What follows belongs to an exercise in optimizing a design on an open flow for small area and a short achievable clock period; a production flow would make more cautious choices. Function was checked by simulation only, so behaviour that the tests miss may differ from the original. The flow treats the clock pin as an ideal source, which a real chip does not have.

## flow/design.v (module list and top-level ports; edited modules follow where they fit)
// module rotational_cordic: 4422 lines
module rotational_cordic (
  output logic data_out_rot,
  output logic [15:0] xprime,
  output logic [15:0] yprime,
  input logic [15:0] x,
  input logic [15:0] y,
  input logic [15:0] theta,
  input logic clk, reset, start
);
  // ...
==> flow/flow/run.sh <==
#!/bin/bash
set -euo pipefail
export BUFFER_PORTS_ARGS="-buffer_cell sky130_fd_sc_hd__buf_2"
bash standard.sh finish > standard.log 2>&1
==> flow/standard.sh <==
#!/bin/bash
# synth_recipe.tcl (not shown) runs the flow's synth.tcl, then flattens the netlist and writes it again
# the make line also repeats each setting of config.mk as NAME=value (left out here)
make -C /OpenROAD-flow-scripts/flow DESIGN_CONFIG=/design/flow/config.mk WORK_HOME=/design/flow/orfs CLKGATE_MAP_FILE= SYNTH_SCRIPT=/design/flow/synth_recipe.tcl "${@:-finish}"
==> flow/config.mk <==
export PLATFORM = sky130hd
export DESIGN_NAME = rotational_cordic
export DESIGN_NICKNAME = rotational_cordic
export VERILOG_FILES = /design/flow/design.v
export SDC_FILE = /design/flow/constraint.sdc
export NUM_CORES = 4
export LEC_CHECK = 0
export CAP_MARGIN = 20
export CORE_MARGIN = 2
export CORE_UTILIZATION = 40
export SLEW_MARGIN = 20
==> flow/constraint.sdc <==
create_clock -name core_clock -period 13.0 [get_ports {clk}]
set_input_delay 2.6000 -clock core_clock [delete_from_list [all_inputs] [get_ports {clk}]]
set_output_delay 2.6000 -clock core_clock [all_outputs]
set_load 0.01 [all_outputs]
==> impl_metrics.prom, run 1 <==
# TYPE chip_impl_metric gauge
chip_impl_metric{name="layout_min_cycle_time",unit="ns"} 3.77
chip_impl_metric{name="finalCritPeriodShare",unit=""} 0.290
chip_impl_metric{name="fp-row-count",unit=""} 127
chip_impl_metric{name="grt_use_met1",unit=""} 0.173
chip_impl_metric{name="setup_tns",unit="ns"} 0
chip_impl_metric{name="vias",unit=""} 30000
chip_impl_metric{name="globalplace.congestion",unit=""} 0.835
chip_impl_metric{name="post_synth_cell_types",unit=""} 65
chip_impl_metric{name="clock_insertion_delay_worst_skew",unit="ns"} 0.72
chip_impl_metric{name="routed-wl-met3",unit="mm"} 2.48
chip_impl_info{name="tritoncts",value="done"} 1
chip_impl_metric{name="maxCapViolCount",unit=""} 0
chip_impl_metric{name="use_met3",unit=""} 0.0249
chip_impl_info{name="worstReg2RegStart",value="t4[15]$_DFF_P_"} 1
chip_impl_metric{name="n_sequential_cell",unit=""} 843
chip_impl_metric{name="maximum_number_of_pins_on_one_net_before_global_route_repair",unit=""} 41
chip_impl_metric{name="placement.setup.worst_slack",unit="ns"} 9.44
chip_impl_metric{name="antenna-diode-count",unit=""} 0
chip_impl_metric{name="seqAreaFraction",unit=""} 0.315
chip_impl_metric{name="critical_path_depth",unit=""} 1
chip_impl_metric{name="worstPathRequired",unit="ns"} 10.40
chip_impl_metric{name="place_hpwl",unit="mm"} 70.4
chip_impl_metric{name="sequential_cell_area",unit="um2"} 17000
chip_impl_info{name="result_of_the_run",value="timing/DRC/antenna clean"} 1
chip_impl_metric{name="fin_skew",unit="ns"} 0.0505
chip_impl_metric{name="fraction_of_area_in_multi_input_gates",unit=""} 0.534
chip_impl_metric{name="n_clock_buffer",unit=""} 133
chip_impl_metric{name="grt_first_pass_wirelength",unit="mm"} 147
chip_impl_metric{name="detailroute.wirelength.met2",unit="mm"} 44.0
chip_impl_metric{name="synth-compound-area-share",unit=""} 0.105
chip_impl_metric{name="layout.nonclk_buf_frac",unit=""} 0.00995
chip_impl_metric{name="grtUsageMet2",unit=""} 0.267
chip_impl_metric{name="effective_utilization_at_floorplan",unit=""} 0.402
chip_impl_metric{name="synth_top_cell_area_share",unit=""} 0.343
chip_impl_metric{name="hold_violations",unit=""} 0
==> run 2, diff against run 1 <==
--- a/flow/design.v
+++ b/flow/design.v
@@ -13,25 +13,25 @@
 logic [15:0] t0, n0_t;
 logic v1, n1_v;
 logic signed [16:0] x1, n1_x;
 logic signed [16:0] y1, n1_y;
 logic [15:0] t1, n1_t;
 logic v2, n2_v;
 logic signed [16:0] x2, n2_x;
 logic signed [16:0] y2, n2_y;
-logic [15:0] t2, n2_t;
+logic [14:0] t2, n2_t;
 logic v3, n3_v;
 logic signed [16:0] x3, n3_x;
 logic signed [16:0] y3, n3_y;
-logic [15:0] t3, n3_t;
+logic [14:0] t3, n3_t;
 logic v4, n4_v;
 logic signed [16:0] x4, n4_x;
 logic signed [16:0] y4, n4_y;
-logic [15:0] t4, n4_t;
+logic [13:0] t4, n4_t;
 logic v5, n5_v;
 logic signed [16:0] x5, n5_x;
 logic signed [16:0] y5, n5_y;
 logic [10:0] t5, n5_t;
 logic v6, n6_v;
 logic signed [16:0] x6, n6_x;
 logic signed [16:0] y6, n6_y;
 logic [9:0] t6, n6_t;
@@ -340,17 +340,19 @@
 assign ey0_c[12] = ey0_bg28;
 assign ey0_c[13] = ey0_bg29;
 assign ey0_c[14] = ey0_bg30;
 assign ey0_c[15] = ey0_bg31;
 assign ey0_c[16] = ey0_bg32;
 assign ey0_c[17] = ey0_bg33;
 assign ey0 = ey0_p ^ ey0_c[16:0];
 assign n1_x = ex0; assign n1_y = ey0;
-assign n1_t = s0 ? t0 + 16'd12868 : t0 - 16'd12868;
+logic [15:0] ta0; assign ta0 = s0 ? 16'd12868 : 16'd52668;
+logic [15:0] tf0; assign tf0 = t0 + ta0;
+assign n1_t = tf0[15:0];
 assign n2_v = v1;
 logic s1; assign s1 = t1[15];
 logic signed [16:0] hx1, hy1;
 assign hx1 = y1 >>> 1;
 assign hy1 = x1 >>> 1;
 logic [16:0] ax1, ay1;
 assign ax1 = hx1 ^ {17{~s1}};
 assign ay1 = hy1 ^ {17{s1}};
@@ -598,19 +600,21 @@
 assign ey1_c[12] = ey1_bg28;
 assign ey1_c[13] = ey1_bg29;
 assign ey1_c[14] = ey1_bg30;
 assign ey1_c[15] = ey1_bg31;
 assign ey1_c[16] = ey1_bg32;
 assign ey1_c[17] = ey1_bg33;
 assign ey1 = ey1_p ^ ey1_c[16:0];
 assign n2_x = ex1; assign n2_y = ey1;
-assign n2_t = s1 ? t1 + 16'd7596 : t1 - 16'd7596;
+logic [15:0] ta1; assign ta1 = s1 ? 16'd7596 : 16'd57940;
+logic [15:0] tf1; assign tf1 = t1 + ta1;
+assign n2_t = tf1[14:0];
 assign n3_v = v2;
-logic s2; assign s2 = t2[15];
+logic s2; assign s2 = t2[14];
 logic signed [16:0] hx2, hy2;
 assign hx2 = y2 >>> 2;
 assign hy2 = x2 >>> 2;
 logic [16:0] ax2, ay2;
 assign ax2 = hx2 ^ {17{~s2}};
 assign ay2 = hy2 ^ {17{s2}};
 logic [16:0] ex2_p, ex2_g, ex2;
 logic [17:0] ex2_c;
@@ -856,19 +860,21 @@
 assign ey2_c[12] = ey2_bg28;
 assign ey2_c[13] = ey2_bg29;
 assign ey2_c[14] = ey2_bg30;
 assign ey2_c[15] = ey2_bg31;
 assign ey2_c[16] = ey2_bg32;
 assign ey2_c[17] = ey2_bg33;
 assign ey2 = ey2_p ^ ey2_c[16:0];
 assign n3_x = ex2; assign n3_y = ey2;
-assign n3_t = s2 ? t2 + 16'd4014 : t2 - 16'd4014;
+logic [14:0] ta2; assign ta2 = s2 ? 15'd4014 : 15'd28754;
+logic [14:0] tf2; assign tf2 = t2 + ta2;
+assign n3_t = tf2[14:0];
 assign n4_v = v3;
-logic s3; assign s3 = t3[15];
+logic s3; assign s3 = t3[14];
 logic signed [16:0] hx3, hy3;
 assign hx3 = y3 >>> 3;
 assign hy3 = x3 >>> 3;
 logic [16:0] ax3, ay3;
 assign ax3 = hx3 ^ {17{~s3}};
 assign ay3 = hy3 ^ {17{s3}};
 logic [16:0] ex3_p, ex3_g, ex3;
 logic [17:0] ex3_c;
@@ -1114,19 +1120,21 @@
 assign ey3_c[12] = ey3_bg28;
 assign ey3_c[13] = ey3_bg29;
 assign ey3_c[14] = ey3_bg30;
 assign ey3_c[15] = ey3_bg31;
 assign ey3_c[16] = ey3_bg32;
 assign ey3_c[17] = ey3_bg33;
 assign ey3 = ey3_p ^ ey3_c[16:0];
 assign n4_x = ex3; assign n4_y = ey3;
-assign n4_t = s3 ? t3 + 16'd2037 : t3 - 16'd2037;
+logic [14:0] ta3; assign ta3 = s3 ? 15'd2037 : 15'd30731;
+logic [14:0] tf3; assign tf3 = t3 + ta3;
+assign n4_t = tf3[13:0];
 assign n5_v = v4;
-logic s4; assign s4 = t4[15];
+logic s4; assign s4 = t4[13];
 logic signed [16:0] hx4, hy4;
 assign hx4 = y4 >>> 4;
 assign hy4 = x4 >>> 4;
 logic [16:0] ax4, ay4;
 assign ax4 = hx4 ^ {17{~s4}};
 assign ay4 = hy4 ^ {17{s4}};
 logic [16:0] ex4_p, ex4_g, ex4;
 logic [17:0] ex4_c;
@@ -1372,18 +1380,20 @@
 assign ey4_c[12] = ey4_bg28;
 assign ey4_c[13] = ey4_bg29;
 assign ey4_c[14] = ey4_bg30;
 assign ey4_c[15] = ey4_bg31;
 assign ey4_c[16] = ey4_bg32;
 assign ey4_c[17] = ey4_bg33;
 assign ey4 = ey4_p ^ ey4_c[16:0];
 assign n5_x = ex4; assign n5_y = ey4;
-logic [15:0] t5f; assign t5f = s4 ? t4 + 16'd1023 : t4 - 16'd1023;
-assign n5_t = (t5f[15:10] == 6'b000000 || t5f[15:10] == 6'b111111) ? {~t5f[10], t5f[9:0]} : {11{~t5f[15]}};
+logic [13:0] ta4; assign ta4 = s4 ? 14'd1023 : 14'd15361;
+logic [13:0] tf4; assign tf4 = t4 + ta4;
+logic [13:0] t5f; assign t5f = tf4;
+assign n5_t = (t5f[13:10] == 4'b0000 || t5f[13:10] == 4'b1111) ? {~t5f[10], t5f[9:0]} : {11{~t5f[13]}};
 assign n6_v = v5;
 logic s5; assign s5 = ~t5[10];
 logic signed [16:0] hx5, hy5;
 assign hx5 = y5 >>> 5;
 assign hy5 = x5 >>> 5;
 logic [16:0] ax5, ay5;
 assign ax5 = hx5 ^ {17{~s5}};
 assign ay5 = hy5 ^ {17{s5}};
@@ -4212,76 +4222,578 @@
 assign ey15_c[13] = ey15_bg29;
 assign ey15_c[14] = ey15_bg30;
 assign ey15_c[15] = ey15_bg31;
 assign ey15_c[16] = ey15_bg32;
 assign ey15_c[17] = ey15_bg33;
 assign ey15 = ey15_p ^ ey15_c[16:0];
 assign n16_x = ex15; assign n16_y = ey15;
 assign n17_v = v16;
-logic signed [31:0] xe; assign xe = x16;
-logic [31:0] xm0; assign xm0 = xe <<< 13;
-logic [31:0] xm1; assign xm1 = xe <<< 11;
-logic [31:0] xm2; assign xm2 = ~(xe <<< 8);
-logic [31:0] xm3; assign xm3 = ~(xe <<< 5);
-logic [31:0] xm4; assign xm4 = ~(xe <<< 2);
-logic [31:0] xm5; assign xm5 = xe <<< 0;
-logic [31:0] xm6; assign xm6 = {18'd0, {14{x16[16]}}} + 32'd3;
-logic [30:0] xk_s1, xk_c1;
-assign xk_s1 = xm0 ^ xm1 ^ xm2;
-assign xk_c1 = (xm0 & xm1) | (xm0 & xm2) | (xm1 & xm2);
-logic [30:0] xk_c1s; assign xk_c1s = {xk_c1[29:0], 1'b0};
-logic [30:0] xk_s2, xk_c2;
-assign xk_s2 = xm3 ^ xm4 ^ xm5;
-assign xk_c2 = (xm3 & xm4) | (xm3 & xm5) | (xm4 & xm5);
-logic [30:0] xk_c2s; assign xk_c2s = {xk_c2[29:0], 1'b0};
-logic [30:0] xk_s3, xk_c3;
-assign xk_s3 = xk_s1 ^ xk_c1s ^ xk_s2;
-assign xk_c3 = (xk_s1 & xk_c1s) | (xk_s1 & xk_s2) | (xk_c1s & xk_s2);
-logic [30:0] xk_c3s; assign xk_c3s = {xk_c3[29:0], 1'b0};
-logic [30:0] xk_s4, xk_c4;
-assign xk_s4 = xk_s3 ^ xk_c3s ^ xk_c2s;
-assign xk_c4 = (xk_s3 & xk_c3s) | (xk_s3 & xk_c2s) | (xk_c3s & xk_c2s);
-logic [30:0] xk_c4s; assign xk_c4s = {xk_c4[29:0], 1'b0};
-logic [30:0] xk_s5, xk_c5;
-assign xk_s5 = xk_s4 ^ xk_c4s ^ xm6;
-assign xk_c5 = (xk_s4 & xk_c4s) | (xk_s4 & xm6) | (xk_c4s & xm6);
-logic [30:0] xk_c5s; assign xk_c5s = {xk_c5[29:0], 1'b0};
-logic [14:0] xlo; assign xlo = {1'b0, xk_s5[13:0]} + {1'b0, xk_c5s[13:0]};
-assign n17_xs = xk_s5[30:14]; assign n17_xc = xk_c5s[30:14]; assign n17_xk = xlo[14];
-logic signed [31:0] ye; assign ye = y16;
-logic [31:0] ym0; assign ym0 = ye <<< 13;
-logic [31:0] ym1; assign ym1 = ye <<< 11;
-logic [31:0] ym2; assign ym2 = ~(ye <<< 8);
-logic [31:0] ym3; assign ym3 = ~(ye <<< 5);
-logic [31:0] ym4; assign ym4 = ~(ye <<< 2);
-logic [31:0] ym5; assign ym5 = ye <<< 0;
-logic [31:0] ym6; assign ym6 = {18'd0, {14{y16[16]}}} + 32'd3;
-logic [30:0] yk_s1, yk_c1;
-assign yk_s1 = ym0 ^ ym1 ^ ym2;
-assign yk_c1 = (ym0 & ym1) | (ym0 & ym2) | (ym1 & ym2);
-logic [30:0] yk_c1s; assign yk_c1s = {yk_c1[29:0], 1'b0};
-logic [30:0] yk_s2, yk_c2;
-assign yk_s2 = ym3 ^ ym4 ^ ym5;
-assign yk_c2 = (ym3 & ym4) | (ym3 & ym5) | (ym4 & ym5);
-logic [30:0] yk_c2s; assign yk_c2s = {yk_c2[29:0], 1'b0};
-logic [30:0] yk_s3, yk_c3;
-assign yk_s3 = yk_s1 ^ yk_c1s ^ yk_s2;
-assign yk_c3 = (yk_s1 & yk_c1s) | (yk_s1 & yk_s2) | (yk_c1s & yk_s2);
-logic [30:0] yk_c3s; assign yk_c3s = {yk_c3[29:0], 1'b0};
-logic [30:0] yk_s4, yk_c4;
-assign yk_s4 = yk_s3 ^ yk_c3s ^ yk_c2s;
-assign yk_c4 = (yk_s3 & yk_c3s) | (yk_s3 & yk_c2s) | (yk_c3s & yk_c2s);
-logic [30:0] yk_c4s; assign yk_c4s = {yk_c4[29:0], 1'b0};
-logic [30:0] yk_s5, yk_c5;
-assign yk_s5 = yk_s4 ^ yk_c4s ^ ym6;
-assign yk_c5 = (yk_s4 & yk_c4s) | (yk_s4 & ym6) | (yk_c4s & ym6);
-logic [30:0] yk_c5s; assign yk_c5s = {yk_c5[29:0], 1'b0};
-logic [14:0] ylo; assign ylo = {1'b0, yk_s5[13:0]} + {1'b0, yk_c5s[13:0]};
-assign n17_ys = yk_s5[30:14]; assign n17_yc = yk_c5s[30:14]; assign n17_yk = ylo[14];
+logic [16:0] xu; assign xu = x16 ^ 17'h10000;
+logic [30:0] xm0; assign xm0 = {1'd0, xu, 13'd0};
+logic [30:0] xm1; assign xm1 = {3'd0, xu, 11'd0};
+logic [30:0] xm2; assign xm2 = {6'd0, ~xu, 8'd0};
+logic [30:0] xm3; assign xm3 = {9'd0, ~xu, 5'd0};
+logic [30:0] xm4; assign xm4 = {12'd0, ~xu, 2'd0};
+logic [30:0] xm5; assign xm5 = {14'd0, xu};
+logic [30:0] xm6; assign xm6 = {17'd0, {14{x16[16]}}};
+logic [30:0] xm7; assign xm7 = 31'd1457193252;
+logic xd_s1, xd_c1;
+assign xd_s1 = xu[0] ^ xu[2];
+assign xd_c1 = xu[0] & xu[2];
+logic xd_s2, xd_c2;
+assign xd_s2 = xu[1] ^ xu[3];
+assign xd_c2 = xu[1] & xu[3];
+logic xd_s3, xd_c3;
+assign xd_s3 = xu[2] ^ xu[4];
+assign xd_c3 = xu[2] & xu[4];
+logic xd_s4, xd_c4;
+assign xd_s4 = xu[3] ^ xu[5] ^ ~xu[8];
+assign xd_c4 = (xu[3] & xu[5]) | (xu[3] & ~xu[8]) | (xu[5] & ~xu[8]);
+logic xd_s5, xd_c5;
+assign xd_s5 = xu[4] ^ xu[6];
+assign xd_c5 = xu[4] & xu[6];
+logic xd_s6, xd_c6;
+assign xd_s6 = ~xu[0] ^ ~xu[3];
+assign xd_c6 = ~xu[0] & ~xu[3];
+logic xd_s7, xd_c7;
+assign xd_s7 = ~xu[1] ^ ~xu[4];
+assign xd_c7 = ~xu[1] & ~xu[4];
+logic xd_s8, xd_c8;
+assign xd_s8 = ~xu[2] ^ ~xu[5];
+assign xd_c8 = ~xu[2] & ~xu[5];
+logic xd_s9, xd_c9;
+assign xd_s9 = ~xu[0] ^ ~xu[3] ^ ~xu[6];
+assign xd_c9 = (~xu[0] & ~xu[3]) | (~xu[0] & ~xu[6]) | (~xu[3] & ~xu[6]);
+logic xd_s10, xd_c10;
+assign xd_s10 = xu[8] ^ x16[16];
+assign xd_c10 = xu[8] & x16[16];
+logic xd_s11, xd_c11;
+assign xd_s11 = ~xu[1] ^ ~xu[4] ^ ~xu[7];
+assign xd_c11 = (~xu[1] & ~xu[4]) | (~xu[1] & ~xu[7]) | (~xu[4] & ~xu[7]);
+logic xd_s12, xd_c12;
+assign xd_s12 = xu[9] ^ x16[16];
+assign xd_c12 = xu[9] & x16[16];
+logic xd_s13, xd_c13;
+assign xd_s13 = ~xu[2] ^ ~xu[5] ^ ~xu[8];
+assign xd_c13 = (~xu[2] & ~xu[5]) | (~xu[2] & ~xu[8]) | (~xu[5] & ~xu[8]);
+logic xd_s14, xd_c14;
+assign xd_s14 = xu[10] ^ x16[16];
+assign xd_c14 = xu[10] & x16[16];
+logic xd_s15, xd_c15;
+assign xd_s15 = xu[0] ^ ~xu[3] ^ ~xu[6];
+assign xd_c15 = (xu[0] & ~xu[3]) | (xu[0] & ~xu[6]) | (~xu[3] & ~xu[6]);
+logic xd_s16, xd_c16;
+assign xd_s16 = ~xu[9] ^ xu[11] ^ x16[16];
+assign xd_c16 = (~xu[9] & xu[11]) | (~xu[9] & x16[16]) | (xu[11] & x16[16]);
+logic xd_s17, xd_c17;
+assign xd_s17 = xu[1] ^ ~xu[4] ^ ~xu[7];
+assign xd_c17 = (xu[1] & ~xu[4]) | (xu[1] & ~xu[7]) | (~xu[4] & ~xu[7]);
+logic xd_s18, xd_c18;
+assign xd_s18 = ~xu[10] ^ xu[12] ^ x16[16];
+assign xd_c18 = (~xu[10] & xu[12]) | (~xu[10] & x16[16]) | (xu[12] & x16[16]);
+logic xd_s19, xd_c19;
+assign xd_s19 = xd_s1 ^ ~xu[5] ^ ~xu[8];
+assign xd_c19 = (xd_s1 & ~xu[5]) | (xd_s1 & ~xu[8]) | (~xu[5] & ~xu[8]);
+logic xd_s20, xd_c20;
+assign xd_s20 = ~xu[11] ^ xu[13] ^ x16[16];
+assign xd_c20 = (~xu[11] & xu[13]) | (~xu[11] & x16[16]) | (xu[13] & x16[16]);
+logic xd_s21, xd_c21;
+assign xd_s21 = xd_s2 ^ ~xu[6] ^ ~xu[9];
+assign xd_c21 = (xd_s2 & ~xu[6]) | (xd_s2 & ~xu[9]) | (~xu[6] & ~xu[9]);
+logic xd_s22, xd_c22;
+assign xd_s22 = ~xu[12] ^ xu[14] ^ xd_c1;
+assign xd_c22 = (~xu[12] & xu[14]) | (~xu[12] & xd_c1) | (xu[14] & xd_c1);
+logic xd_s23, xd_c23;
+assign xd_s23 = xd_s3 ^ ~xu[7] ^ ~xu[10];
+assign xd_c23 = (xd_s3 & ~xu[7]) | (xd_s3 & ~xu[10]) | (~xu[7] & ~xu[10]);
+logic xd_s24, xd_c24;
+assign xd_s24 = ~xu[13] ^ xu[15] ^ xd_c2;
+assign xd_c24 = (~xu[13] & xu[15]) | (~xu[13] & xd_c2) | (xu[15] & xd_c2);
+logic xd_s25, xd_c25;
+assign xd_s25 = xd_s4 ^ ~xu[11] ^ ~xu[14];
+assign xd_c25 = (xd_s4 & ~xu[11]) | (xd_s4 & ~xu[14]) | (~xu[11] & ~xu[14]);
+logic xd_s26, xd_c26;
+assign xd_s26 = xu[16] ^ 1'b1 ^ xd_c3;
+assign xd_c26 = (xu[16] & 1'b1) | (xu[16] & xd_c3) | (1'b1 & xd_c3);
+logic xd_s27, xd_c27;
+assign xd_s27 = xd_s5 ^ ~xu[9] ^ ~xu[12];
+assign xd_c27 = (xd_s5 & ~xu[9]) | (xd_s5 & ~xu[12]) | (~xu[9] & ~xu[12]);
+logic xd_s28, xd_c28;
+assign xd_s28 = ~xu[15] ^ 1'b1 ^ xd_c4;
+assign xd_c28 = (~xu[15] & 1'b1) | (~xu[15] & xd_c4) | (1'b1 & xd_c4);
+logic xd_s29, xd_c29;
+assign xd_s29 = xu[5] ^ xu[7] ^ ~xu[10];
+assign xd_c29 = (xu[5] & xu[7]) | (xu[5] & ~xu[10]) | (xu[7] & ~xu[10]);
+logic xd_s30, xd_c30;
+assign xd_s30 = ~xu[13] ^ ~xu[16] ^ xd_c5;
+assign xd_c30 = (~xu[13] & ~xu[16]) | (~xu[13] & xd_c5) | (~xu[16] & xd_c5);
+logic xd_s31, xd_c31;
+assign xd_s31 = xu[6] ^ xu[8] ^ ~xu[11];
+assign xd_c31 = (xu[6] & xu[8]) | (xu[6] & ~xu[11]) | (xu[8] & ~xu[11]);
+logic xd_s32, xd_c32;
+assign xd_s32 = ~xu[14] ^ 1'b1;
+assign xd_c32 = ~xu[14] & 1'b1;
+logic xd_s33, xd_c33;
+assign xd_s33 = xu[7] ^ xu[9] ^ ~xu[12];
+assign xd_c33 = (xu[7] & xu[9]) | (xu[7] & ~xu[12]) | (xu[9] & ~xu[12]);
+logic xd_s34, xd_c34;
+assign xd_s34 = ~xu[15] ^ 1'b1;
+assign xd_c34 = ~xu[15] & 1'b1;
+logic xd_s35, xd_c35;
+assign xd_s35 = xu[8] ^ xu[10] ^ ~xu[13];
+assign xd_c35 = (xu[8] & xu[10]) | (xu[8] & ~xu[13]) | (xu[10] & ~xu[13]);
+logic xd_s36, xd_c36;
+assign xd_s36 = xu[9] ^ xu[11];
+assign xd_c36 = xu[9] & xu[11];
+logic xd_s37, xd_c37;
+assign xd_s37 = xu[10] ^ xu[12];
+assign xd_c37 = xu[10] & xu[12];
+logic xd_s38, xd_c38;
+assign xd_s38 = ~xu[0] ^ xu[2];
+assign xd_c38 = ~xu[0] & xu[2];
+logic xd_s39, xd_c39;
+assign xd_s39 = ~xu[1] ^ xu[3];
+assign xd_c39 = ~xu[1] & xu[3];
+logic xd_s40, xd_c40;
+assign xd_s40 = ~xu[2] ^ xu[4];
+assign xd_c40 = ~xu[2] & xu[4];
+logic xd_s41, xd_c41;
+assign xd_s41 = xd_s6 ^ xu[5] ^ x16[16];
+assign xd_c41 = (xd_s6 & xu[5]) | (xd_s6 & x16[16]) | (xu[5] & x16[16]);
+logic xd_s42, xd_c42;
+assign xd_s42 = xd_s7 ^ xu[6] ^ x16[16];
+assign xd_c42 = (xd_s7 & xu[6]) | (xd_s7 & x16[16]) | (xu[6] & x16[16]);
+logic xd_s43, xd_c43;
+assign xd_s43 = xd_s8 ^ xu[7] ^ x16[16];
+assign xd_c43 = (xd_s8 & xu[7]) | (xd_s8 & x16[16]) | (xu[7] & x16[16]);
+logic xd_s44, xd_c44;
+assign xd_s44 = xd_s9 ^ xd_s10 ^ 1'b1;
+assign xd_c44 = (xd_s9 & xd_s10) | (xd_s9 & 1'b1) | (xd_s10 & 1'b1);
+logic xd_s45, xd_c45;
+assign xd_s45 = xd_s11 ^ xd_s12 ^ xd_c9;
+assign xd_c45 = (xd_s11 & xd_s12) | (xd_s11 & xd_c9) | (xd_s12 & xd_c9);
+logic xd_s46, xd_c46;
+assign xd_s46 = xd_s13 ^ xd_s14 ^ xd_c11;
+assign xd_c46 = (xd_s13 & xd_s14) | (xd_s13 & xd_c11) | (xd_s14 & xd_c11);
+logic xd_s47, xd_c47;
+assign xd_s47 = xd_s15 ^ xd_s16 ^ xd_c13;
+assign xd_c47 = (xd_s15 & xd_s16) | (xd_s15 & xd_c13) | (xd_s16 & xd_c13);
+logic xd_s48, xd_c48;
+assign xd_s48 = xd_s17 ^ xd_s18 ^ xd_c15;
+assign xd_c48 = (xd_s17 & xd_s18) | (xd_s17 & xd_c15) | (xd_s18 & xd_c15);
+logic xd_s49, xd_c49;
+assign xd_s49 = xd_s19 ^ xd_s20 ^ xd_c17;
+assign xd_c49 = (xd_s19 & xd_s20) | (xd_s19 & xd_c17) | (xd_s20 & xd_c17);
+logic xd_s50, xd_c50;
+assign xd_s50 = xd_s21 ^ xd_s22 ^ xd_c19;
+assign xd_c50 = (xd_s21 & xd_s22) | (xd_s21 & xd_c19) | (xd_s22 & xd_c19);
+logic xd_s51, xd_c51;
+assign xd_s51 = xd_s23 ^ xd_s24 ^ xd_c21;
+assign xd_c51 = (xd_s23 & xd_s24) | (xd_s23 & xd_c21) | (xd_s24 & xd_c21);
+logic xd_s52, xd_c52;
+assign xd_s52 = xd_s25 ^ xd_s26 ^ xd_c23;
+assign xd_c52 = (xd_s25 & xd_s26) | (xd_s25 & xd_c23) | (xd_s26 & xd_c23);
+logic xd_s53, xd_c53;
+assign xd_s53 = xd_s27 ^ xd_s28 ^ xd_c25;
+assign xd_c53 = (xd_s27 & xd_s28) | (xd_s27 & xd_c25) | (xd_s28 & xd_c25);
+logic xd_s54, xd_c54;
+assign xd_s54 = xd_s29 ^ xd_s30 ^ xd_c27;
+assign xd_c54 = (xd_s29 & xd_s30) | (xd_s29 & xd_c27) | (xd_s30 & xd_c27);
+logic xd_s55, xd_c55;
+assign xd_s55 = xd_s31 ^ xd_s32 ^ xd_c29;
+assign xd_c55 = (xd_s31 & xd_s32) | (xd_s31 & xd_c29) | (xd_s32 & xd_c29);
+logic xd_s56, xd_c56;
+assign xd_s56 = xd_s33 ^ xd_s34 ^ xd_c31;
+assign xd_c56 = (xd_s33 & xd_s34) | (xd_s33 & xd_c31) | (xd_s34 & xd_c31);
+logic xd_s57, xd_c57;
+assign xd_s57 = xd_s35 ^ ~xu[16] ^ xd_c33;
+assign xd_c57 = (xd_s35 & ~xu[16]) | (xd_s35 & xd_c33) | (~xu[16] & xd_c33);
+logic xd_s58, xd_c58;
+assign xd_s58 = xd_s36 ^ ~xu[14] ^ 1'b1;
+assign xd_c58 = (xd_s36 & ~xu[14]) | (xd_s36 & 1'b1) | (~xu[14] & 1'b1);
+logic xd_s59, xd_c59;
+assign xd_s59 = xd_s37 ^ ~xu[15] ^ 1'b1;
+assign xd_c59 = (xd_s37 & ~xu[15]) | (xd_s37 & 1'b1) | (~xu[15] & 1'b1);
+logic xd_s60, xd_c60;
+assign xd_s60 = xu[11] ^ xu[13] ^ ~xu[16];
+assign xd_c60 = (xu[11] & xu[13]) | (xu[11] & ~xu[16]) | (xu[13] & ~xu[16]);
+logic xd_s61, xd_c61;
+assign xd_s61 = xu[12] ^ xu[14];
+assign xd_c61 = xu[12] & xu[14];
+logic xd_s62, xd_c62;
+assign xd_s62 = xu[13] ^ xu[15];
+assign xd_c62 = xu[13] & xu[15];
+logic xd_s63, xd_c63;
+assign xd_s63 = xd_s38 ^ x16[16];
+assign xd_c63 = xd_s38 & x16[16];
+logic xd_s64, xd_c64;
+assign xd_s64 = xd_s39 ^ x16[16] ^ xd_c38;
+assign xd_c64 = (xd_s39 & x16[16]) | (xd_s39 & xd_c38) | (x16[16] & xd_c38);
+logic xd_s65, xd_c65;
+assign xd_s65 = xd_s40 ^ x16[16] ^ xd_c39;
+assign xd_c65 = (xd_s40 & x16[16]) | (xd_s40 & xd_c39) | (x16[16] & xd_c39);
+logic xd_s66, xd_c66;
+assign xd_s66 = xd_s41 ^ 1'b1 ^ xd_c40;
+assign xd_c66 = (xd_s41 & 1'b1) | (xd_s41 & xd_c40) | (1'b1 & xd_c40);
+logic xd_s67, xd_c67;
+assign xd_s67 = xd_s42 ^ xd_c6 ^ xd_c41;
+assign xd_c67 = (xd_s42 & xd_c6) | (xd_s42 & xd_c41) | (xd_c6 & xd_c41);
+logic xd_s68, xd_c68;
+assign xd_s68 = xd_s43 ^ xd_c7 ^ xd_c42;
+assign xd_c68 = (xd_s43 & xd_c7) | (xd_s43 & xd_c42) | (xd_c7 & xd_c42);
+logic xd_s69, xd_c69;
+assign xd_s69 = xd_s44 ^ xd_c8 ^ xd_c43;
+assign xd_c69 = (xd_s44 & xd_c8) | (xd_s44 & xd_c43) | (xd_c8 & xd_c43);
+logic xd_s70, xd_c70;
+assign xd_s70 = xd_s45 ^ xd_c10 ^ xd_c44;
+assign xd_c70 = (xd_s45 & xd_c10) | (xd_s45 & xd_c44) | (xd_c10 & xd_c44);
+logic xd_s71, xd_c71;
+assign xd_s71 = xd_s46 ^ xd_c12 ^ xd_c45;
+assign xd_c71 = (xd_s46 & xd_c12) | (xd_s46 & xd_c45) | (xd_c12 & xd_c45);
+logic xd_s72, xd_c72;
+assign xd_s72 = xd_s47 ^ xd_c14 ^ xd_c46;
+assign xd_c72 = (xd_s47 & xd_c14) | (xd_s47 & xd_c46) | (xd_c14 & xd_c46);
+logic xd_s73, xd_c73;
+assign xd_s73 = xd_s48 ^ xd_c16 ^ xd_c47;
+assign xd_c73 = (xd_s48 & xd_c16) | (xd_s48 & xd_c47) | (xd_c16 & xd_c47);
+logic xd_s74, xd_c74;
+assign xd_s74 = xd_s49 ^ xd_c18 ^ xd_c48;
+assign xd_c74 = (xd_s49 & xd_c18) | (xd_s49 & xd_c48) | (xd_c18 & xd_c48);
+logic xd_s75, xd_c75;
+assign xd_s75 = xd_s50 ^ xd_c20 ^ xd_c49;
+assign xd_c75 = (xd_s50 & xd_c20) | (xd_s50 & xd_c49) | (xd_c20 & xd_c49);
+logic xd_s76, xd_c76;
+assign xd_s76 = xd_s51 ^ xd_c22 ^ xd_c50;
+assign xd_c76 = (xd_s51 & xd_c22) | (xd_s51 & xd_c50) | (xd_c22 & xd_c50);
+logic xd_s77, xd_c77;
+assign xd_s77 = xd_s52 ^ xd_c24 ^ xd_c51;
+assign xd_c77 = (xd_s52 & xd_c24) | (xd_s52 & xd_c51) | (xd_c24 & xd_c51);
+logic xd_s78, xd_c78;
+assign xd_s78 = xd_s53 ^ xd_c26 ^ xd_c52;
+assign xd_c78 = (xd_s53 & xd_c26) | (xd_s53 & xd_c52) | (xd_c26 & xd_c52);
+logic xd_s79, xd_c79;
+assign xd_s79 = xd_s54 ^ xd_c28 ^ xd_c53;
+assign xd_c79 = (xd_s54 & xd_c28) | (xd_s54 & xd_c53) | (xd_c28 & xd_c53);
+logic xd_s80, xd_c80;
+assign xd_s80 = xd_s55 ^ xd_c30 ^ xd_c54;
+assign xd_c80 = (xd_s55 & xd_c30) | (xd_s55 & xd_c54) | (xd_c30 & xd_c54);
+logic xd_s81, xd_c81;
+assign xd_s81 = xd_s56 ^ xd_c32 ^ xd_c55;
+assign xd_c81 = (xd_s56 & xd_c32) | (xd_s56 & xd_c55) | (xd_c32 & xd_c55);
+logic xd_s82, xd_c82;
+assign xd_s82 = xd_s57 ^ xd_c34 ^ xd_c56;
+assign xd_c82 = (xd_s57 & xd_c34) | (xd_s57 & xd_c56) | (xd_c34 & xd_c56);
+logic xd_s83, xd_c83;
+assign xd_s83 = xd_s58 ^ xd_c35 ^ xd_c57;
+assign xd_c83 = (xd_s58 & xd_c35) | (xd_s58 & xd_c57) | (xd_c35 & xd_c57);
+logic xd_s84, xd_c84;
+assign xd_s84 = xd_s59 ^ xd_c36 ^ xd_c58;
+assign xd_c84 = (xd_s59 & xd_c36) | (xd_s59 & xd_c58) | (xd_c36 & xd_c58);
+logic xd_s85, xd_c85;
+assign xd_s85 = xd_s60 ^ xd_c37 ^ xd_c59;
+assign xd_c85 = (xd_s60 & xd_c37) | (xd_s60 & xd_c59) | (xd_c37 & xd_c59);
+logic xd_s86, xd_c86;
+assign xd_s86 = xd_s61 ^ 1'b1 ^ xd_c60;
+assign xd_c86 = (xd_s61 & 1'b1) | (xd_s61 & xd_c60) | (1'b1 & xd_c60);
+logic xd_s87, xd_c87;
+assign xd_s87 = xd_s62 ^ 1'b1 ^ xd_c61;
+assign xd_c87 = (xd_s62 & 1'b1) | (xd_s62 & xd_c61) | (1'b1 & xd_c61);
+logic xd_s88, xd_c88;
+assign xd_s88 = xu[14] ^ xu[16] ^ xd_c62;
+assign xd_c88 = (xu[14] & xu[16]) | (xu[14] & xd_c62) | (xu[16] & xd_c62);
+logic xd_s89, xd_c89;
+assign xd_s89 = xu[15] ^ 1'b1;
+assign xd_c89 = xu[15] & 1'b1;
+logic [30:0] xra, xrb;
+assign xra = {1'b1, xu[16], xd_s89, xd_s88, xd_s87, xd_s86, xd_s85, xd_s84, xd_s83, xd_s82, xd_s81, xd_s80, xd_s79, xd_s78, xd_s77, xd_s76, xd_s75, xd_s74, xd_s73, xd_s72, xd_s71, xd_s70, xd_s69, xd_s68, xd_s67, xd_s66, xd_s65, xd_s64, xd_s63, xu[1], xu[0]};
+assign xrb = {1'b0, xd_c89, xd_c88, xd_c87, xd_c86, xd_c85, xd_c84, xd_c83, xd_c82, xd_c81, xd_c80, xd_c79, xd_c78, xd_c77, xd_c76, xd_c75, xd_c74, xd_c73, xd_c72, xd_c71, xd_c70, xd_c69, xd_c68, xd_c67, xd_c66, xd_c65, xd_c64, xd_c63, 1'b1, x16[16], x16[16]};
+logic [14:0] xlo; assign xlo = {1'b0, xra[13:0]} + {1'b0, xrb[13:0]};
+assign n17_xs = xra[30:14]; assign n17_xc = xrb[30:14]; assign n17_xk = xlo[14];
+logic [16:0] yu; assign yu = y16 ^ 17'h10000;
+logic [30:0] ym0; assign ym0 = {1'd0, yu, 13'd0};
+logic [30:0] ym1; assign ym1 = {3'd0, yu, 11'd0};
+logic [30:0] ym2; assign ym2 = {6'd0, ~yu, 8'd0};
+logic [30:0] ym3; assign ym3 = {9'd0, ~yu, 5'd0};
+logic [30:0] ym4; assign ym4 = {12'd0, ~yu, 2'd0};
+logic [30:0] ym5; assign ym5 = {14'd0, yu};
+logic [30:0] ym6; assign ym6 = {17'd0, {14{y16[16]}}};
+logic [30:0] ym7; assign ym7 = 31'd1457193252;
+logic yd_s1, yd_c1;
+assign yd_s1 = yu[0] ^ yu[2];
+assign yd_c1 = yu[0] & yu[2];
+logic yd_s2, yd_c2;
+assign yd_s2 = yu[1] ^ yu[3];
+assign yd_c2 = yu[1] & yu[3];
+logic yd_s3, yd_c3;
+assign yd_s3 = yu[2] ^ yu[4];
+assign yd_c3 = yu[2] & yu[4];
+logic yd_s4, yd_c4;
+assign yd_s4 = yu[3] ^ yu[5] ^ ~yu[8];
+assign yd_c4 = (yu[3] & yu[5]) | (yu[3] & ~yu[8]) | (yu[5] & ~yu[8]);
+logic yd_s5, yd_c5;
+assign yd_s5 = yu[4] ^ yu[6];
+assign yd_c5 = yu[4] & yu[6];
+logic yd_s6, yd_c6;
+assign yd_s6 = ~yu[0] ^ ~yu[3];
+assign yd_c6 = ~yu[0] & ~yu[3];
+logic yd_s7, yd_c7;
+assign yd_s7 = ~yu[1] ^ ~yu[4];
+assign yd_c7 = ~yu[1] & ~yu[4];
+logic yd_s8, yd_c8;
+assign yd_s8 = ~yu[2] ^ ~yu[5];
+assign yd_c8 = ~yu[2] & ~yu[5];
+logic yd_s9, yd_c9;
+assign yd_s9 = ~yu[0] ^ ~yu[3] ^ ~yu[6];
+assign yd_c9 = (~yu[0] & ~yu[3]) | (~yu[0] & ~yu[6]) | (~yu[3] & ~yu[6]);
+logic yd_s10, yd_c10;
+assign yd_s10 = yu[8] ^ y16[16];
+assign yd_c10 = yu[8] & y16[16];
+logic yd_s11, yd_c11;
+assign yd_s11 = ~yu[1] ^ ~yu[4] ^ ~yu[7];
+assign yd_c11 = (~yu[1] & ~yu[4]) | (~yu[1] & ~yu[7]) | (~yu[4] & ~yu[7]);
+logic yd_s12, yd_c12;
+assign yd_s12 = yu[9] ^ y16[16];
+assign yd_c12 = yu[9] & y16[16];
+logic yd_s13, yd_c13;
+assign yd_s13 = ~yu[2] ^ ~yu[5] ^ ~yu[8];
+assign yd_c13 = (~yu[2] & ~yu[5]) | (~yu[2] & ~yu[8]) | (~yu[5] & ~yu[8]);
+logic yd_s14, yd_c14;
+assign yd_s14 = yu[10] ^ y16[16];
+assign yd_c14 = yu[10] & y16[16];
+logic yd_s15, yd_c15;
+assign yd_s15 = yu[0] ^ ~yu[3] ^ ~yu[6];
+assign yd_c15 = (yu[0] & ~yu[3]) | (yu[0] & ~yu[6]) | (~yu[3] & ~yu[6]);
+logic yd_s16, yd_c16;
+assign yd_s16 = ~yu[9] ^ yu[11] ^ y16[16];
+assign yd_c16 = (~yu[9] & yu[11]) | (~yu[9] & y16[16]) | (yu[11] & y16[16]);
+logic yd_s17, yd_c17;
+assign yd_s17 = yu[1] ^ ~yu[4] ^ ~yu[7];
+assign yd_c17 = (yu[1] & ~yu[4]) | (yu[1] & ~yu[7]) | (~yu[4] & ~yu[7]);
+logic yd_s18, yd_c18;
+assign yd_s18 = ~yu[10] ^ yu[12] ^ y16[16];
+assign yd_c18 = (~yu[10] & yu[12]) | (~yu[10] & y16[16]) | (yu[12] & y16[16]);
+logic yd_s19, yd_c19;
+assign yd_s19 = yd_s1 ^ ~yu[5] ^ ~yu[8];
+assign yd_c19 = (yd_s1 & ~yu[5]) | (yd_s1 & ~yu[8]) | (~yu[5] & ~yu[8]);
+logic yd_s20, yd_c20;
+assign yd_s20 = ~yu[11] ^ yu[13] ^ y16[16];
+assign yd_c20 = (~yu[11] & yu[13]) | (~yu[11] & y16[16]) | (yu[13] & y16[16]);
+logic yd_s21, yd_c21;
+assign yd_s21 = yd_s2 ^ ~yu[6] ^ ~yu[9];
+assign yd_c21 = (yd_s2 & ~yu[6]) | (yd_s2 & ~yu[9]) | (~yu[6] & ~yu[9]);
+logic yd_s22, yd_c22;
+assign yd_s22 = ~yu[12] ^ yu[14] ^ yd_c1;
+assign yd_c22 = (~yu[12] & yu[14]) | (~yu[12] & yd_c1) | (yu[14] & yd_c1);
+logic yd_s23, yd_c23;
+assign yd_s23 = yd_s3 ^ ~yu[7] ^ ~yu[10];
+assign yd_c23 = (yd_s3 & ~yu[7]) | (yd_s3 & ~yu[10]) | (~yu[7] & ~yu[10]);
+logic yd_s24, yd_c24;
+assign yd_s24 = ~yu[13] ^ yu[15] ^ yd_c2;
+assign yd_c24 = (~yu[13] & yu[15]) | (~yu[13] & yd_c2) | (yu[15] & yd_c2);
+logic yd_s25, yd_c25;
+assign yd_s25 = yd_s4 ^ ~yu[11] ^ ~yu[14];
+assign yd_c25 = (yd_s4 & ~yu[11]) | (yd_s4 & ~yu[14]) | (~yu[11] & ~yu[14]);
+logic yd_s26, yd_c26;
+assign yd_s26 = yu[16] ^ 1'b1 ^ yd_c3;
+assign yd_c26 = (yu[16] & 1'b1) | (yu[16] & yd_c3) | (1'b1 & yd_c3);
+logic yd_s27, yd_c27;
+assign yd_s27 = yd_s5 ^ ~yu[9] ^ ~yu[12];
+assign yd_c27 = (yd_s5 & ~yu[9]) | (yd_s5 & ~yu[12]) | (~yu[9] & ~yu[12]);
+logic yd_s28, yd_c28;
+assign yd_s28 = ~yu[15] ^ 1'b1 ^ yd_c4;
+assign yd_c28 = (~yu[15] & 1'b1) | (~yu[15] & yd_c4) | (1'b1 & yd_c4);
+logic yd_s29, yd_c29;
+assign yd_s29 = yu[5] ^ yu[7] ^ ~yu[10];
+assign yd_c29 = (yu[5] & yu[7]) | (yu[5] & ~yu[10]) | (yu[7] & ~yu[10]);
+logic yd_s30, yd_c30;
+assign yd_s30 = ~yu[13] ^ ~yu[16] ^ yd_c5;
+assign yd_c30 = (~yu[13] & ~yu[16]) | (~yu[13] & yd_c5) | (~yu[16] & yd_c5);
+logic yd_s31, yd_c31;
+assign yd_s31 = yu[6] ^ yu[8] ^ ~yu[11];
+assign yd_c31 = (yu[6] & yu[8]) | (yu[6] & ~yu[11]) | (yu[8] & ~yu[11]);
+logic yd_s32, yd_c32;
+assign yd_s32 = ~yu[14] ^ 1'b1;
+assign yd_c32 = ~yu[14] & 1'b1;
+logic yd_s33, yd_c33;
+assign yd_s33 = yu[7] ^ yu[9] ^ ~yu[12];
+assign yd_c33 = (yu[7] & yu[9]) | (yu[7] & ~yu[12]) | (yu[9] & ~yu[12]);
+logic yd_s34, yd_c34;
+assign yd_s34 = ~yu[15] ^ 1'b1;
+assign yd_c34 = ~yu[15] & 1'b1;
+logic yd_s35, yd_c35;
+assign yd_s35 = yu[8] ^ yu[10] ^ ~yu[13];
+assign yd_c35 = (yu[8] & yu[10]) | (yu[8] & ~yu[13]) | (yu[10] & ~yu[13]);
+logic yd_s36, yd_c36;
+assign yd_s36 = yu[9] ^ yu[11];
+assign yd_c36 = yu[9] & yu[11];
+logic yd_s37, yd_c37;
+assign yd_s37 = yu[10] ^ yu[12];
+assign yd_c37 = yu[10] & yu[12];
+logic yd_s38, yd_c38;
+assign yd_s38 = ~yu[0] ^ yu[2];
+assign yd_c38 = ~yu[0] & yu[2];
+logic yd_s39, yd_c39;
+assign yd_s39 = ~yu[1] ^ yu[3];
+assign yd_c39 = ~yu[1] & yu[3];
+logic yd_s40, yd_c40;
+assign yd_s40 = ~yu[2] ^ yu[4];
+assign yd_c40 = ~yu[2] & yu[4];
+logic yd_s41, yd_c41;
+assign yd_s41 = yd_s6 ^ yu[5] ^ y16[16];
+assign yd_c41 = (yd_s6 & yu[5]) | (yd_s6 & y16[16]) | (yu[5] & y16[16]);
+logic yd_s42, yd_c42;
+assign yd_s42 = yd_s7 ^ yu[6] ^ y16[16];
+assign yd_c42 = (yd_s7 & yu[6]) | (yd_s7 & y16[16]) | (yu[6] & y16[16]);
+logic yd_s43, yd_c43;
+assign yd_s43 = yd_s8 ^ yu[7] ^ y16[16];
+assign yd_c43 = (yd_s8 & yu[7]) | (yd_s8 & y16[16]) | (yu[7] & y16[16]);
+logic yd_s44, yd_c44;
+assign yd_s44 = yd_s9 ^ yd_s10 ^ 1'b1;
+assign yd_c44 = (yd_s9 & yd_s10) | (yd_s9 & 1'b1) | (yd_s10 & 1'b1);
+logic yd_s45, yd_c45;
+assign yd_s45 = yd_s11 ^ yd_s12 ^ yd_c9;
+assign yd_c45 = (yd_s11 & yd_s12) | (yd_s11 & yd_c9) | (yd_s12 & yd_c9);
+logic yd_s46, yd_c46;
+assign yd_s46 = yd_s13 ^ yd_s14 ^ yd_c11;
+assign yd_c46 = (yd_s13 & yd_s14) | (yd_s13 & yd_c11) | (yd_s14 & yd_c11);
+logic yd_s47, yd_c47;
+assign yd_s47 = yd_s15 ^ yd_s16 ^ yd_c13;
+assign yd_c47 = (yd_s15 & yd_s16) | (yd_s15 & yd_c13) | (yd_s16 & yd_c13);
+logic yd_s48, yd_c48;
+assign yd_s48 = yd_s17 ^ yd_s18 ^ yd_c15;
+assign yd_c48 = (yd_s17 & yd_s18) | (yd_s17 & yd_c15) | (yd_s18 & yd_c15);
+logic yd_s49, yd_c49;
+assign yd_s49 = yd_s19 ^ yd_s20 ^ yd_c17;
+assign yd_c49 = (yd_s19 & yd_s20) | (yd_s19 & yd_c17) | (yd_s20 & yd_c17);
+logic yd_s50, yd_c50;
+assign yd_s50 = yd_s21 ^ yd_s22 ^ yd_c19;
+assign yd_c50 = (yd_s21 & yd_s22) | (yd_s21 & yd_c19) | (yd_s22 & yd_c19);
+logic yd_s51, yd_c51;
+assign yd_s51 = yd_s23 ^ yd_s24 ^ yd_c21;
+assign yd_c51 = (yd_s23 & yd_s24) | (yd_s23 & yd_c21) | (yd_s24 & yd_c21);
+logic yd_s52, yd_c52;
+assign yd_s52 = yd_s25 ^ yd_s26 ^ yd_c23;
+assign yd_c52 = (yd_s25 & yd_s26) | (yd_s25 & yd_c23) | (yd_s26 & yd_c23);
+logic yd_s53, yd_c53;
+assign yd_s53 = yd_s27 ^ yd_s28 ^ yd_c25;
+assign yd_c53 = (yd_s27 & yd_s28) | (yd_s27 & yd_c25) | (yd_s28 & yd_c25);
+logic yd_s54, yd_c54;
+assign yd_s54 = yd_s29 ^ yd_s30 ^ yd_c27;
+assign yd_c54 = (yd_s29 & yd_s30) | (yd_s29 & yd_c27) | (yd_s30 & yd_c27);
+logic yd_s55, yd_c55;
+assign yd_s55 = yd_s31 ^ yd_s32 ^ yd_c29;
+assign yd_c55 = (yd_s31 & yd_s32) | (yd_s31 & yd_c29) | (yd_s32 & yd_c29);
+logic yd_s56, yd_c56;
+assign yd_s56 = yd_s33 ^ yd_s34 ^ yd_c31;
+assign yd_c56 = (yd_s33 & yd_s34) | (yd_s33 & yd_c31) | (yd_s34 & yd_c31);
+logic yd_s57, yd_c57;
+assign yd_s57 = yd_s35 ^ ~yu[16] ^ yd_c33;
+assign yd_c57 = (yd_s35 & ~yu[16]) | (yd_s35 & yd_c33) | (~yu[16] & yd_c33);
+logic yd_s58, yd_c58;
+assign yd_s58 = yd_s36 ^ ~yu[14] ^ 1'b1;
+assign yd_c58 = (yd_s36 & ~yu[14]) | (yd_s36 & 1'b1) | (~yu[14] & 1'b1);
+logic yd_s59, yd_c59;
+assign yd_s59 = yd_s37 ^ ~yu[15] ^ 1'b1;
+assign yd_c59 = (yd_s37 & ~yu[15]) | (yd_s37 & 1'b1) | (~yu[15] & 1'b1);
+logic yd_s60, yd_c60;
+assign yd_s60 = yu[11] ^ yu[13] ^ ~yu[16];
+assign yd_c60 = (yu[11] & yu[13]) | (yu[11] & ~yu[16]) | (yu[13] & ~yu[16]);
+logic yd_s61, yd_c61;
+assign yd_s61 = yu[12] ^ yu[14];
+assign yd_c61 = yu[12] & yu[14];
+logic yd_s62, yd_c62;
+assign yd_s62 = yu[13] ^ yu[15];
+assign yd_c62 = yu[13] & yu[15];
+logic yd_s63, yd_c63;
+assign yd_s63 = yd_s38 ^ y16[16];
+assign yd_c63 = yd_s38 & y16[16];
+logic yd_s64, yd_c64;
+assign yd_s64 = yd_s39 ^ y16[16] ^ yd_c38;
+assign yd_c64 = (yd_s39 & y16[16]) | (yd_s39 & yd_c38) | (y16[16] & yd_c38);
+logic yd_s65, yd_c65;
+assign yd_s65 = yd_s40 ^ y16[16] ^ yd_c39;
+assign yd_c65 = (yd_s40 & y16[16]) | (yd_s40 & yd_c39) | (y16[16] & yd_c39);
+logic yd_s66, yd_c66;
+assign yd_s66 = yd_s41 ^ 1'b1 ^ yd_c40;
+assign yd_c66 = (yd_s41 & 1'b1) | (yd_s41 & yd_c40) | (1'b1 & yd_c40);
+logic yd_s67, yd_c67;
+assign yd_s67 = yd_s42 ^ yd_c6 ^ yd_c41;
+assign yd_c67 = (yd_s42 & yd_c6) | (yd_s42 & yd_c41) | (yd_c6 & yd_c41);
+logic yd_s68, yd_c68;
+assign yd_s68 = yd_s43 ^ yd_c7 ^ yd_c42;
+assign yd_c68 = (yd_s43 & yd_c7) | (yd_s43 & yd_c42) | (yd_c7 & yd_c42);
+logic yd_s69, yd_c69;
+assign yd_s69 = yd_s44 ^ yd_c8 ^ yd_c43;
+assign yd_c69 = (yd_s44 & yd_c8) | (yd_s44 & yd_c43) | (yd_c8 & yd_c43);
+logic yd_s70, yd_c70;
+assign yd_s70 = yd_s45 ^ yd_c10 ^ yd_c44;
+assign yd_c70 = (yd_s45 & yd_c10) | (yd_s45 & yd_c44) | (yd_c10 & yd_c44);
+logic yd_s71, yd_c71;
+assign yd_s71 = yd_s46 ^ yd_c12 ^ yd_c45;
+assign yd_c71 = (yd_s46 & yd_c12) | (yd_s46 & yd_c45) | (yd_c12 & yd_c45);
+logic yd_s72, yd_c72;
+assign yd_s72 = yd_s47 ^ yd_c14 ^ yd_c46;
+assign yd_c72 = (yd_s47 & yd_c14) | (yd_s47 & yd_c46) | (yd_c14 & yd_c46);
+logic yd_s73, yd_c73;
+assign yd_s73 = yd_s48 ^ yd_c16 ^ yd_c47;
+assign yd_c73 = (yd_s48 & yd_c16) | (yd_s48 & yd_c47) | (yd_c16 & yd_c47);
+logic yd_s74, yd_c74;
+assign yd_s74 = yd_s49 ^ yd_c18 ^ yd_c48;
+assign yd_c74 = (yd_s49 & yd_c18) | (yd_s49 & yd_c48) | (yd_c18 & yd_c48);
+logic yd_s75, yd_c75;
+assign yd_s75 = yd_s50 ^ yd_c20 ^ yd_c49;
+assign yd_c75 = (yd_s50 & yd_c20) | (yd_s50 & yd_c49) | (yd_c20 & yd_c49);
+logic yd_s76, yd_c76;
+assign yd_s76 = yd_s51 ^ yd_c22 ^ yd_c50;
+assign yd_c76 = (yd_s51 & yd_c22) | (yd_s51 & yd_c50) | (yd_c22 & yd_c50);
+logic yd_s77, yd_c77;
+assign yd_s77 = yd_s52 ^ yd_c24 ^ yd_c51;
+assign yd_c77 = (yd_s52 & yd_c24) | (yd_s52 & yd_c51) | (yd_c24 & yd_c51);
+logic yd_s78, yd_c78;
+assign yd_s78 = yd_s53 ^ yd_c26 ^ yd_c52;
+assign yd_c78 = (yd_s53 & yd_c26) | (yd_s53 & yd_c52) | (yd_c26 & yd_c52);
+logic yd_s79, yd_c79;
+assign yd_s79 = yd_s54 ^ yd_c28 ^ yd_c53;
+assign yd_c79 = (yd_s54 & yd_c28) | (yd_s54 & yd_c53) | (yd_c28 & yd_c53);
+logic yd_s80, yd_c80;
+assign yd_s80 = yd_s55 ^ yd_c30 ^ yd_c54;
+assign yd_c80 = (yd_s55 & yd_c30) | (yd_s55 & yd_c54) | (yd_c30 & yd_c54);
+logic yd_s81, yd_c81;
+assign yd_s81 = yd_s56 ^ yd_c32 ^ yd_c55;
+assign yd_c81 = (yd_s56 & yd_c32) | (yd_s56 & yd_c55) | (yd_c32 & yd_c55);
+logic yd_s82, yd_c82;
+assign yd_s82 = yd_s57 ^ yd_c34 ^ yd_c56;
+assign yd_c82 = (yd_s57 & yd_c34) | (yd_s57 & yd_c56) | (yd_c34 & yd_c56);
+logic yd_s83, yd_c83;
+assign yd_s83 = yd_s58 ^ yd_c35 ^ yd_c57;
+assign yd_c83 = (yd_s58 & yd_c35) | (yd_s58 & yd_c57) | (yd_c35 & yd_c57);
+logic yd_s84, yd_c84;
+assign yd_s84 = yd_s59 ^ yd_c36 ^ yd_c58;
+assign yd_c84 = (yd_s59 & yd_c36) | (yd_s59 & yd_c58) | (yd_c36 & yd_c58);
+logic yd_s85, yd_c85;
+assign yd_s85 = yd_s60 ^ yd_c37 ^ yd_c59;
+assign yd_c85 = (yd_s60 & yd_c37) | (yd_s60 & yd_c59) | (yd_c37 & yd_c59);
+logic yd_s86, yd_c86;
+assign yd_s86 = yd_s61 ^ 1'b1 ^ yd_c60;
+assign yd_c86 = (yd_s61 & 1'b1) | (yd_s61 & yd_c60) | (1'b1 & yd_c60);
+logic yd_s87, yd_c87;
+assign yd_s87 = yd_s62 ^ 1'b1 ^ yd_c61;
+assign yd_c87 = (yd_s62 & 1'b1) | (yd_s62 & yd_c61) | (1'b1 & yd_c61);
+logic yd_s88, yd_c88;
+assign yd_s88 = yu[14] ^ yu[16] ^ yd_c62;
+assign yd_c88 = (yu[14] & yu[16]) | (yu[14] & yd_c62) | (yu[16] & yd_c62);
+logic yd_s89, yd_c89;
+assign yd_s89 = yu[15] ^ 1'b1;
+assign yd_c89 = yu[15] & 1'b1;
+logic [30:0] yra, yrb;
+assign yra = {1'b1, yu[16], yd_s89, yd_s88, yd_s87, yd_s86, yd_s85, yd_s84, yd_s83, yd_s82, yd_s81, yd_s80, yd_s79, yd_s78, yd_s77, yd_s76, yd_s75, yd_s74, yd_s73, yd_s72, yd_s71, yd_s70, yd_s69, yd_s68, yd_s67, yd_s66, yd_s65, yd_s64, yd_s63, yu[1], yu[0]};
+assign yrb = {1'b0, yd_c89, yd_c88, yd_c87, yd_c86, yd_c85, yd_c84, yd_c83, yd_c82, yd_c81, yd_c80, yd_c79, yd_c78, yd_c77, yd_c76, yd_c75, yd_c74, yd_c73, yd_c72, yd_c71, yd_c70, yd_c69, yd_c68, yd_c67, yd_c66, yd_c65, yd_c64, yd_c63, 1'b1, y16[16], y16[16]};
+logic [14:0] ylo; assign ylo = {1'b0, yra[13:0]} + {1'b0, yrb[13:0]};
+assign n17_ys = yra[30:14]; assign n17_yc = yrb[30:14]; assign n17_yk = ylo[14];
 assign n18_v = v17;
 logic [16:0] xq; assign xq = xs17 + xc17 + {16'd0, xk17};
 assign n18_xo = {xq[16], xq[14:0]};
 logic [16:0] yq; assign yq = ys17 + yc17 + {16'd0, yk17};
 assign n18_yo = {yq[16], yq[14:0]};
 always_ff @(posedge clk, posedge reset)
   if (reset) v0 <= 1'b0; else v0 <= n0_v;
 always_ff @(posedge clk) begin
==> flow/flow/run.sh (replaced) <==
#!/bin/bash
set -euo pipefail
export BUFFER_PORTS_ARGS="-buffer_cell sky130_fd_sc_hd__buf_2"
export SETUP_SLACK_MARGIN=9.4
export POST_CTS_TCL="$PWD/flow/recover.tcl"
bash standard.sh finish > standard.log 2>&1
==> flow/flow/recover.tcl (new file) <==
# Downsize cells that have timing slack beyond the setup margin (area/power recovery).
log_cmd estimate_parasitics -placement
log_cmd repair_timing -recover_power 100 -setup_margin $::env(SETUP_SLACK_MARGIN)
set result [catch { detailed_placement } msg]
if { $result != 0 } { error "Detailed placement failed after power recovery: $msg" }
check_placement -verbose
==> flow/config.mk (replaced) <==
export PLATFORM = sky130hd
export DESIGN_NAME = rotational_cordic
export DESIGN_NICKNAME = rotational_cordic
export VERILOG_FILES = /design/flow/design.v
export SDC_FILE = /design/flow/constraint.sdc
export NUM_CORES = 4
export LEC_CHECK = 0
export CAP_MARGIN = 20
export CORE_MARGIN = 2
export CORE_UTILIZATION = 65
export CTS_CLUSTER_DIAMETER = 60
export CTS_CLUSTER_SIZE = 25
export SLEW_MARGIN = 20
==> run 2 against run 1 <==
Sequential share of layout area up 0.65 points; non-clock buffer count up 1; flip-flop and latch count down 8; wire length up 1.4%; critical path type unchanged; first-iteration DRC count up 56%; synthesized area up 0.39%; maximum frequency up 1.9%; still clean on timing, DRC and antenna; largest cell class unchanged.
==> impl_metrics.prom, run 2 <==
# TYPE chip_impl_metric gauge
chip_impl_metric{name="syn_area",unit="um2"} 48200
chip_impl_metric{name="numPortBuffers",unit=""} 83
chip_impl_metric{name="number_of_synthesized_flops_with_an_enable_pin",unit=""} 0
chip_impl_metric{name="layout_min_cycle_time",unit="ns"} 3.70
chip_impl_metric{name="global_route.overflow_total",unit=""} 0
chip_impl_metric{name="critical_path_arrival",unit="ns"} 1.10
chip_impl_metric{name="placement.setup.worst_slack",unit="ns"} 9.30
chip_impl_metric{name="place_inst",unit=""} 5789
chip_impl_info{name="synth_top_family_by_area",value="adder cells"} 1
chip_impl_metric{name="hold_violations",unit=""} 0
chip_impl_metric{name="worstPathRequired",unit="ns"} 10.40
chip_impl_metric{name="synth-compound-area-share",unit=""} 0.101
chip_impl_metric{name="setup_tns",unit="ns"} 0
chip_impl_info{name="synthTopCellsByCount",value="dfxtp_1, inv_1, ha_1, xnor2_1, xor2_1"} 1
chip_impl_metric{name="die_area",unit="um2"} 76400
chip_impl_info{name="synth_top_flop_cell",value="dfxtp_1"} 1
chip_impl_metric{name="post_synth_cell_types",unit=""} 65
chip_impl_metric{name="grt_first_pass_wirelength",unit="mm"} 150
chip_impl_info{name="worst_setup_path_startpoint",value="v18$_DFF_PP0_"} 1
chip_impl_info{name="crit_path_end_kind",value="primary output"} 1
chip_impl_metric{name="clock_insertion_delay_worst_skew",unit="ns"} 0.64
chip_impl_metric{name="gate_count_after_technology_mapping",unit=""} 4793
chip_impl_info{name="result_of_the_run",value="timing/DRC/antenna clean"} 1
chip_impl_metric{name="io_pins",unit=""} 84
chip_impl_metric{name="initialDrtViolationCount",unit=""} 1379
chip_impl_metric{name="maxCapViolCount",unit=""} 0
chip_impl_metric{name="drt_drc_violations_left",unit=""} 0
chip_impl_metric{name="effective_utilization_at_floorplan",unit=""} 0.659
chip_impl_metric{name="finalWirelength",unit="mm"} 89.0
chip_impl_metric{name="globalplace.congestion",unit=""} 0.905
chip_impl_metric{name="hold_slack",unit="ns"} 0.313
chip_impl_metric{name="ys_warn_count",unit=""} 1
chip_impl_info{name="worstSetupStartpointType",value="register"} 1
chip_impl_metric{name="coreArea",unit="um2"} 73200
chip_impl_info{name="worstReg2RegStart",value="t5[10]$_DFF_P_"} 1
chip_impl_metric{name="sequential_cell_area",unit="um2"} 16800
chip_impl_metric{name="timing.final.ws_setup",unit="ns"} 9.30
chip_impl_metric{name="final_antenna_net_count",unit=""} 0
chip_impl_metric{name="die_h",unit="um"} 276
chip_impl_metric{name="fin_skew",unit="ns"} 0.0384
chip_impl_metric{name="fp-row-count",unit=""} 99
chip_impl_metric{name="critical_path_depth",unit=""} 1
chip_impl_info{name="synth_top_cells_by_area",value="dfxtp_1, ha_1, fa_1, xnor2_1, xor2_1"} 1
chip_impl_metric{name="maximum_number_of_pins_on_one_net_before_global_route_repair",unit=""} 42
chip_impl_metric{name="drive_gt1_frac",unit=""} 0.0500
chip_impl_metric{name="final_nets",unit=""} 5841
chip_impl_metric{name="yosys-mux-area-fraction",unit=""} 0.00438
chip_impl_info{name="timing.hold.worst.class",value="register to register"} 1
chip_impl_metric{name="vias",unit=""} 31700
chip_impl_metric{name="area_growth_syn_to_layout",unit="%"} 8.38
chip_impl_metric{name="largest_fanout_on_the_critical_path",unit=""} 1
chip_impl_metric{name="synth_top_cell_area_share",unit=""} 0.339
chip_impl_metric{name="synthAdderAreaFrac",unit=""} 0.269
chip_impl_metric{name="synth-seq-area-share",unit=""} 0.348
chip_impl_info{name="timing.hold.worst.start",value="t11[2]$_DFF_P_"} 1
chip_impl_metric{name="relative_max_transition_margin",unit=""} 0.307
chip_impl_info{name="path_class",value="register to primary output"} 1
chip_impl_metric{name="place_hpwl",unit="mm"} 70.7
chip_impl_metric{name="finalCritPeriodShare",unit=""} 0.284
chip_impl_metric{name="multi_input_comb_area",unit="um2"} 28800
chip_impl_metric{name="rr_worst_depth",unit=""} 10
chip_impl_info{name="tritoncts",value="done"} 1
==> run 2: metrics by stage <==
stage / utilization / area (um2)
floorplan: - / 48200
global placement: 0.679 / 49700
detailed placement: 0.679 / 49700
global route: 0.714 / 52300
finish: 0.714 / 52300
==> run 2: cell type report <==
class	count	share of cell area
Antenna cell	1	0.0000479
Clock buffer	79	0.0353
Clock inverter	46	0.0110
Inverter	643	0.0462
Multi-Input combinational cell	3260	0.551
Sequential cell	835	0.322
Tap cell	959	0.0230
Timing Repair Buffer	100	0.0113
==> run 2: layer usage <==
metal / GRT usage / vias to the layer above / part of all wire
li1: - / 16300 / -
met1: 0.312 / 14900 / 0.47
met2: 0.407 / 332 / 0.48
met3: 0.0268 / 130 / 0.028
met4: 0.0645 / 0 / 0.022
met5: 0 / - / 0
==> run 2: worst paths after layout <==
kind / to
min in group asynchronous: v17$_DFF_PP0_
max reg2reg: y6[16]$_DFF_P_
min reg2reg: t12[2]$_DFF_P_
max in group asynchronous: v11$_DFF_PP0_
min: t12[2]$_DFF_P_
max: data_out_rot
==> run 2: logic make-up after synthesis <==
family,Yosys count
simple gates,919
fa+ha+maj,882
flops,835
compound gates,728
xor+xnor,710
buf+inv,698
mux,21

-- static timing again, ports no longer ideal --
No port has a modelled driver above. Below, the same layouts with a new extraction and two added sets of constraints.
Step 1 (the two cells are an assumption about what drives the block):
set clk [get_ports {clk}]
set_driving_cell -lib_cell sky130_fd_sc_hd__clkbuf_16 $clk
set_driving_cell -lib_cell sky130_fd_sc_hd__buf_2 [delete_from_list [all_inputs] $clk]
Step 2 also shifts input and output timing later by t, the mid clock arrival at the registers, as if the neighbouring blocks saw the same clock.
a / b / c = ideal ports / drivers / drivers and shift; a / b = the first two.
run	t (ns)	setup slack, ns	worst setup path after step 2	worst data-port slew with drivers (ns)
run 1	0.764	9.230 / 9.159 / 9.414	register to register	0.05
run 2	0.686	9.302 / 9.236 / 9.653	register to register	0.04
After both steps every run listed still meets setup and hold.
